Source: an optimization exercise on an open RTL-to-GDS flow (aim: small area and a short achievable clock period). Production flows keep margins and buffers that such runs may drop. No run shown here included a check of the RTL's function; only the layout flow was run. No activity file was given, so power comes from the tool's default toggle rates.

## flow/design.v (module list and top-level ports; edited modules follow where they fit)
// module lrn_fa: 4 lines
// module lrn_ha: 4 lines
// module lrn_inc: 8 lines
// module lrn_step: 15 lines
// module mapper_lrn: 2005 lines
module mapper_lrn #(
    parameter N_WIDTH = 2,     
    parameter M_WIDTH = 10,     
    parameter E_WIDTH = 6,     
    parameter F_WIDTH = 6,     
    parameter V_WIDTH = 2,     
    parameter ADDR_BUS_WIDTH = 20,     
    parameter DATA_WIDTH     = 16,     
    parameter ROW_MAJOR      = 1      
)(
    input  logic                             core_clk,                
    input  logic                             reset,                   
    input  logic                             start_normalization,     
    input  logic [N_WIDTH- 1 : 0]            dim4,                    
    input  logic [M_WIDTH- 1 : 0]            dim3,                    
    input  logic [E_WIDTH- 1 : 0]            dim2,                    
    input  logic [F_WIDTH- 1 : 0]            dim1,                    
    input  logic [V_WIDTH- 1 : 0]            padding_num,             
    input  logic                             normalized_window,    
    input  logic                             full_flag,               
    input  logic                             div_out_valid,           
    output logic [ADDR_BUS_WIDTH - 1 : 0]    r_addr,                  
    output logic                             r_enable,                
    output logic [ADDR_BUS_WIDTH - 1 : 0]    w_addr,                  
    output logic                             w_enable,                
    output logic                             normalized_layer         
);
  // ...
==> flow/flow/run.sh <==
#!/bin/bash
set -euo pipefail
bash standard.sh BUFFER_PORTS_ARGS="-buffer_cell sky130_fd_sc_hd__buf_2" finish > standard.log 2>&1
==> flow/standard.sh <==
#!/bin/bash
# synth_recipe.tcl (not shown) runs the flow's synth.tcl, then flattens the netlist and writes it again
# the make line also repeats each setting of config.mk as NAME=value (left out here)
make -C /OpenROAD-flow-scripts/flow DESIGN_CONFIG=/design/flow/config.mk WORK_HOME=/design/flow/orfs CLKGATE_MAP_FILE= SYNTH_SCRIPT=/design/flow/synth_recipe.tcl "${@:-finish}"
==> flow/config.mk <==
export PLATFORM = sky130hd
export DESIGN_NAME = mapper_lrn
export DESIGN_NICKNAME = mapper_lrn
export VERILOG_FILES = /design/flow/design.v
export SDC_FILE = /design/flow/constraint.sdc
export NUM_CORES = 4
export LEC_CHECK = 0
export CAP_MARGIN = 20
export CORE_MARGIN = 2
export CORE_UTILIZATION = 40
export SETUP_SLACK_MARGIN = 4
export SLEW_MARGIN = 20
export SYNTH_HIERARCHICAL = 1
export SYNTH_MINIMUM_KEEP_SIZE = 0
==> flow/constraint.sdc <==
create_clock -name core_clock -period 20.0 [get_ports {core_clk}]
set_input_delay 4.0000 -clock core_clock [delete_from_list [all_inputs] [get_ports {core_clk}]]
set_output_delay 4.0000 -clock core_clock [all_outputs]
set_load 0.01 [all_outputs]
==> summary.md, run 1 <==
| Metric | Value |
|---|---|
| DIE AREA | 0.0541 mm^2 |
| Crit path top cell by count | fa_1 |
| Outcome | complete, no violations |
| # DRC | 0 |
| Share of cells above drive strength 1 | 14.0% |
| CP Depth | 26 |
| Critical Path RT | 16.00 ns |
| Finished Cell Area | 0.0231 mm^2 |
| Most numerous cell in the Yosys netlist | fa_1 |
| Cells after Synth | 2101 |
| RSZ-0062 raised after global routing | yes |
| Die W | 233 um |
| Finished Layout Cells | 2804 |
| Critical path type | input port to primary output |
| Biggest register | normalized_pixels_count |
| Dpl cells | 2738 |
| CP delay by family, top | adder cells |
| HPWL Detailed | 40000 um |
| Reg2reg start | normalized_pixels_count[1]$_DFFE_PP0P_ |
| Crit path DAT | 11.89 ns |
| Comb pwr share | 89.5% |
| Final WL | 49800 um |
| Total sequential power | 0.000205 W |
| Clock Power Share | 4.8% |
| Skew-Pair Late Insertion Delay | 0.35 ns |
| Worst hold slack | 0.529 ns |
| CTS buffer count | 9 |
| Final WS setup | 4.11 ns |
| Critical Path Max Stage Delay | 0.57 ns |
| Power Total | 0.00354 W |
| Seq/Total Area, Yosys | 9.11% |
| Antenna-violating nets left | 0 |
| Grt ovf | 0 |
| Largest net degree at the start of global routing | 77 |
| Gr usage total | 19.4% |
| Power Internal | 0.00166 W |
| Top-area cell type share of the netlist area | 48.0% |
| XOR/XNOR Fraction of Synth Area | 5.28% |
| Post-DR wirelength/cell | 17.7 um |
| Met3 routed WL | 2220 um |
| WL met1 | 21600 um |
| Yosys cell types | 62 |
| Most common cell after layout, fill and taps aside | fa_1 |
| M2 GR Usage | 33.7% |
| Startpoint types | input port |
==> run 2, diff against run 1 <==
--- a/flow/config.mk
+++ b/flow/config.mk
@@ -8,7 +8,7 @@
 export CAP_MARGIN = 20
 export CORE_MARGIN = 2
 export CORE_UTILIZATION = 40
-export SETUP_SLACK_MARGIN = 4
+export SETUP_SLACK_MARGIN = 3
 export SLEW_MARGIN = 20
 export SYNTH_HIERARCHICAL = 1
 export SYNTH_MINIMUM_KEEP_SIZE = 0
==> summary.md, run 2 <==
| Metric | Value |
|---|---|
| Worst slew margin | 27.5% (was 33.1%) |
| CTS buffer count | 9 (unchanged) |
| Slew Limit Fails | 0 (unchanged) |
| Startpoint types | input port (unchanged) |
| CP max FO | 14 (was 6) |
| Reg2reg start | normalized_pixels_count[1]$_DFFE_PP0P_ (unchanged) |
| HPWL Detailed | 40000 um (unchanged) |
| Core area | 0.0515 mm^2 (unchanged) |
| Period Utilization, post-route | 83.1% (was 79.5%) |
| Antenna-violating nets left | 0 (unchanged) |
| Mean cell area of the mapped netlist | 9.94 um^2 (unchanged) |
| Reg2reg setup slack | 12.54 ns (was 12.53 ns) |
| Initial antenna violation count | 2 (was 1) |
| Grt ovf | 0 (unchanged) |
| Max IR drop VDD | 0.171 mV (about the same) |
| Number of synthesized flops with an enable pin | 0 (unchanged) |
| Main flop type after synthesis | dfrtp_1 (unchanged) |
| Crit path top cell by count | fa_1 (unchanged) |
| Critical-path cell with the highest stage delay | fa_1 (was or4_4) |
| Commonest cells in the netlist | 501 x fa_1, 384 x nor2_1, 216 x and2_1 (unchanged) |
| Skew-Pair Late Insertion Delay | 0.35 ns (about the same) |
| Syn_nets | 2744 (unchanged) |
| Power share of the sequential group | 6.0% (was 5.8%) |
| CTS H-tree depth | 3 (unchanged) |
| Biggest register | normalized_pixels_count (unchanged) |
| Clock-pin slew on the worst setup and hold paths | 0.06 ns (about the same) |
| Async set-or-reset flop fraction in the synthesized netlist | 100% (unchanged) |
| Worst r2r dst | normalized_pixels_count[3]$_DFFE_PP0P_ (unchanged) |
| Setup TNS | 0 ns (unchanged) |
| Vias per inst | 5.22 (was 5.25) |
| Number of global-route vias before repair | 16.2k (was 16.4k) |
| Largest registers in the final layout | normalized_pixels_count x22, idx3_r x10, idx3_w x10 (unchanged) |
| Outcome | complete, no violations (unchanged) |
| PortBufs | 74 (unchanged) |
| Post-synthesis sequential element count | 76 (unchanged) |
| Sequential cell area | 0.00190 mm^2 (unchanged) |
| Pwr Density | 155 mW/mm^2 (was 153 mW/mm^2) |
| Placed inst area | 0.0216 mm^2 (unchanged) |
| Crit path DAT | 12.62 ns (was 11.89 ns) |
| Fmax | 0.0602 GHz (was 0.0629 GHz) |
| Gr usage total | 19.2% (was 19.4%) |
| Clock Sinks | 76 (unchanged) |
| Most frequent cells in the layout | 500 x fa_1, 384 x nor2_1, 216 x and2_1 (was 466 x fa_1, 372 x nor2_1, 211 x and2_1) |
| Synth-to-Final Area Change | 5.66% (was 10.6%) |
| Worst setup EP type | primary output (unchanged) |
| Hold path depth | 2 (unchanged) |
| Switch share | 53.7% (was 53.0%) |
| Share of cells above drive strength 1 | 7.60% (was 14.0%) |
| Rows | 83 (unchanged) |
| Cell Area, Synth | 0.0209 mm^2 (unchanged) |
| # DRC | 0 (unchanged) |
| Maxcap violations | 0 (unchanged) |
| Most common cell after layout, fill and taps aside | fa_1 (unchanged) |
| Most numerous cell in the Yosys netlist | fa_1 (unchanged) |
| Area of the multi-input gates | 0.0181 mm^2 (was 0.0186 mm^2) |
| Hold_sp | idx3_r[0]$_DFFE_PP0P_ (unchanged) |
| First-pass GRT wire length | 82700 um (was 83700 um) |
| Worst hold path type | flop to flop (unchanged) |
| Critical path type | input port to primary output (unchanged) |
| Post-layout min period | 16.62 ns (was 15.89 ns) |
| IO Pins | 75 (unchanged) |
| Yosys cell types | 62 (unchanged) |
| Vias | 14.4k (was 14.7k) |
| Clk buf depth | 2 (unchanged) |
| DIE AREA | 0.0541 mm^2 (unchanged) |
| Initial Util | 40.6% (unchanged) |
| Fin nets | 2717 (was 2761) |
| Switching Power | 0.00184 W (was 0.00187 W) |
| DR pass1 iterations | 5 (unchanged) |
| RSZ-0062 raised after global routing | yes (unchanged) |
| Leak | 11.0 nW (was 11.3 nW) |
| Root buffer cell | clkbuf_16 (unchanged) |
| Final-report setup violation count | 0 (unchanged) |
| GP Congestion | 0.840 (unchanged) |
| Starting DRT DRC Count | 694 (was 693) |
| Synth top area cells | fa_1 48%, dfrtp_1 9.1%, nor2_1 6.9% (unchanged) |
| Die W | 233 um (unchanged) |
| Comb pwr share | 89.1% (was 89.5%) |
| Post-synth top area cell | fa_1 (unchanged) |
| Final hold vios | 0 (unchanged) |
| Final WL | 48600 um (was 49800 um) |
| Cells after Synth | 2101 (unchanged) |
| TritonCTS clock tree | done (unchanged) |
| Power Internal | 0.00158 W (was 0.00166 W) |
| Max reg flops | 22 (unchanged) |
| Finished Cell Area | 0.0221 mm^2 (was 0.0231 mm^2) |
| Critical Path RT | 16.00 ns (about the same) |
| Fill cells | 5037 (was 4927) |
| Critical Path Max Stage Delay | 0.64 ns (was 0.57 ns) |
| Clock Power Share | 4.9% (was 4.8%) |
| Post-CTS Hold Buffers | 0 (unchanged) |
| Synth warn | 7 (unchanged) |
| Top-area cell type share of the netlist area | 48.0% (unchanged) |
| Post-DR wirelength/cell | 17.6 um (was 17.7 um) |
| Die extent in y | 233 um (unchanged) |
| Worst Tran Pin Value | 1.08 ns (was 0.999 ns) |
| WHS Endpoint | idx3_r[0]$_DFFE_PP0P_ (unchanged) |
| Seq/Total Area, Yosys | 9.11% (unchanged) |
| Largest net degree at the start of global routing | 77 (unchanged) |
| Worst Skew | 0.00744 ns (was 0.00663 ns) |
| FF-to-FF path depth | 18 (unchanged) |
run 2: cell counts after synthesis:
Identical to the previous run, type by type.
run 2: cell families (layout without fill, tap and decap cells):
| group | Yosys count | count (layout) | share of synthesized area (%) |
|---|---|---|---|
| AOI/OAI and AO/OA | 155 | 155 | 4.83 |
| xor gates and xnor gates | 125 | 125 | 5.28 |
| adders and majority gates | 611 | 611 | 54.6 |
| buffers and inverters | 226 | 204 | 5.03 |
| DFF | 76 | 76 | 9.11 |
| muxes | 7 | 7 | 0.335 |
| other | 4 | 5 | 0.0719 |
| and+or+nand+nor | 897 | 897 | 20.7 |
run 2: layout make-up:
| class | instances | area share, % |
|---|---|---|
| clock buffer | 12 | 1.16 |
| timing repair buffer | 109 | 2.89 |
| tap | 680 | 3.86 |
| multi-input combinational | 1799 | 81.9 |
| antenna | 1 | 0.0113 |
| clock inverter | 4 | 0.215 |
| sequential | 76 | 8.62 |
| inverter | 79 | 1.38 |
run 2: worst max path at each step:
stage	slack (ns)	endpoint	startpoint	depth (start not counted)
2_1_floorplan	4.14	w_addr[17]	dim2[1]	28
3_3_place_gp	3.09	w_addr[17]	dim2[1]	26
3_5_place_dp	2.94	w_addr[17]	dim2[1]	26
4_1_cts	3.02	w_addr[17]	dim2[1]	27
5_1_grt	2.93	w_addr[17]	dim2[1]	28
6_report	3.38	w_addr[17]	dim2[1]	27
run 2: repair_timing:
item,4_1_cts,5_1_grt
endpoints found under the hold margin,0,0
gates resized for setup,3,11
buffers inserted,0,5
endpoints found under the setup margin,2,5
pin swaps,0,1
run 2: power by group through the flow:
stage | logic, W | registers, W | clock network, W
global route | 0.00348 | 0.000208 | 0.000180
global placement | 0.00296 | 0.000207 | 0
floorplan | 0.00246 | 0.000193 | 0
detailed placement | 0.00306 | 0.000208 | 0
CTS | 0.00308 | 0.000205 | 0.000173
finish | 0.00304 | 0.000204 | 0.000168
run 2: routing by layer:
metal / vias to the layer above / part of all wire (%) / GRT usage [%]
li1: 6491 / - / -
met1: 7633 / 45 / 26.3
met2: 251 / 51 / 33.3
met3: 31 / 3.5 / 2.46
met4: 2 / 0.94 / 2.61
met5: - / 0.023 / 0
run 2: critical path, delay by kind of cell:
kind                     cells  cell delay, ns
AND/OR/NAND/NOR              6            1.14
buffers and inverters        3            0.48
XOR/XNOR                     3            0.97
AO/OA/AOI/OAI                3            0.73
adder cells (fa/ha/maj)     12            5.31
run 2: per-stage QoR:
step                hold slack (ns)  utilization, %  cells  worst slack (ns)  total power, W
floorplan                     0.478               -   2101              4.14         0.00266
global placement              0.513            42.0   2738              3.09         0.00317
detailed placement            0.509            42.0   2738              2.94         0.00326
CTS                           0.537            42.6   2754              3.02         0.00346
global route                  0.569            42.8   2759              2.93         0.00387
finish                        0.530            42.8   2760              3.38         0.00342
run 2: modules after synthesis (local to each module, per instance), a selection:
module / cell area (um^2) / times used / cells inside
mapper_lrn: 10900 / 1 / 1587
lrn_ha: 12.5 / 24 / 1
lrn_fa: 20.0 / 482 / 1

[separate check: timing with driven ports]
Ports are ideal in the flow. The routed layouts listed here were re-timed in OpenROAD. Step 1, drivers: a clkbuf_16 drives core_clk and a buf_2 each remaining input, both assumed. Step 2 moves the port delays by t, midway between the first and last clock arrival at a register: inputs arrive t later, outputs are due t later. That takes back most of the time a late clock gives input paths. a / b / c = ideal ports / drivers / drivers and shift; a / b = the first two.
| run | shift t [ns] | setup slack, ns | hold slack, ns | cell pins on the clock port's net |
|---|---|---|---|---|
| run 1 | 0.397 | 4.106 / 4.041 / 4.041 | 0.529 / 0.529 / 0.529 | 1 |
| run 2 | 0.396 | 3.380 / 3.341 / 3.341 | 0.530 / 0.530 / 0.530 | 1 |
After both steps setup and hold are still met in every run listed. The setup slack of run 1, which loses most, moves by -0.065 ns with the drivers and by -0.065 ns with both steps.
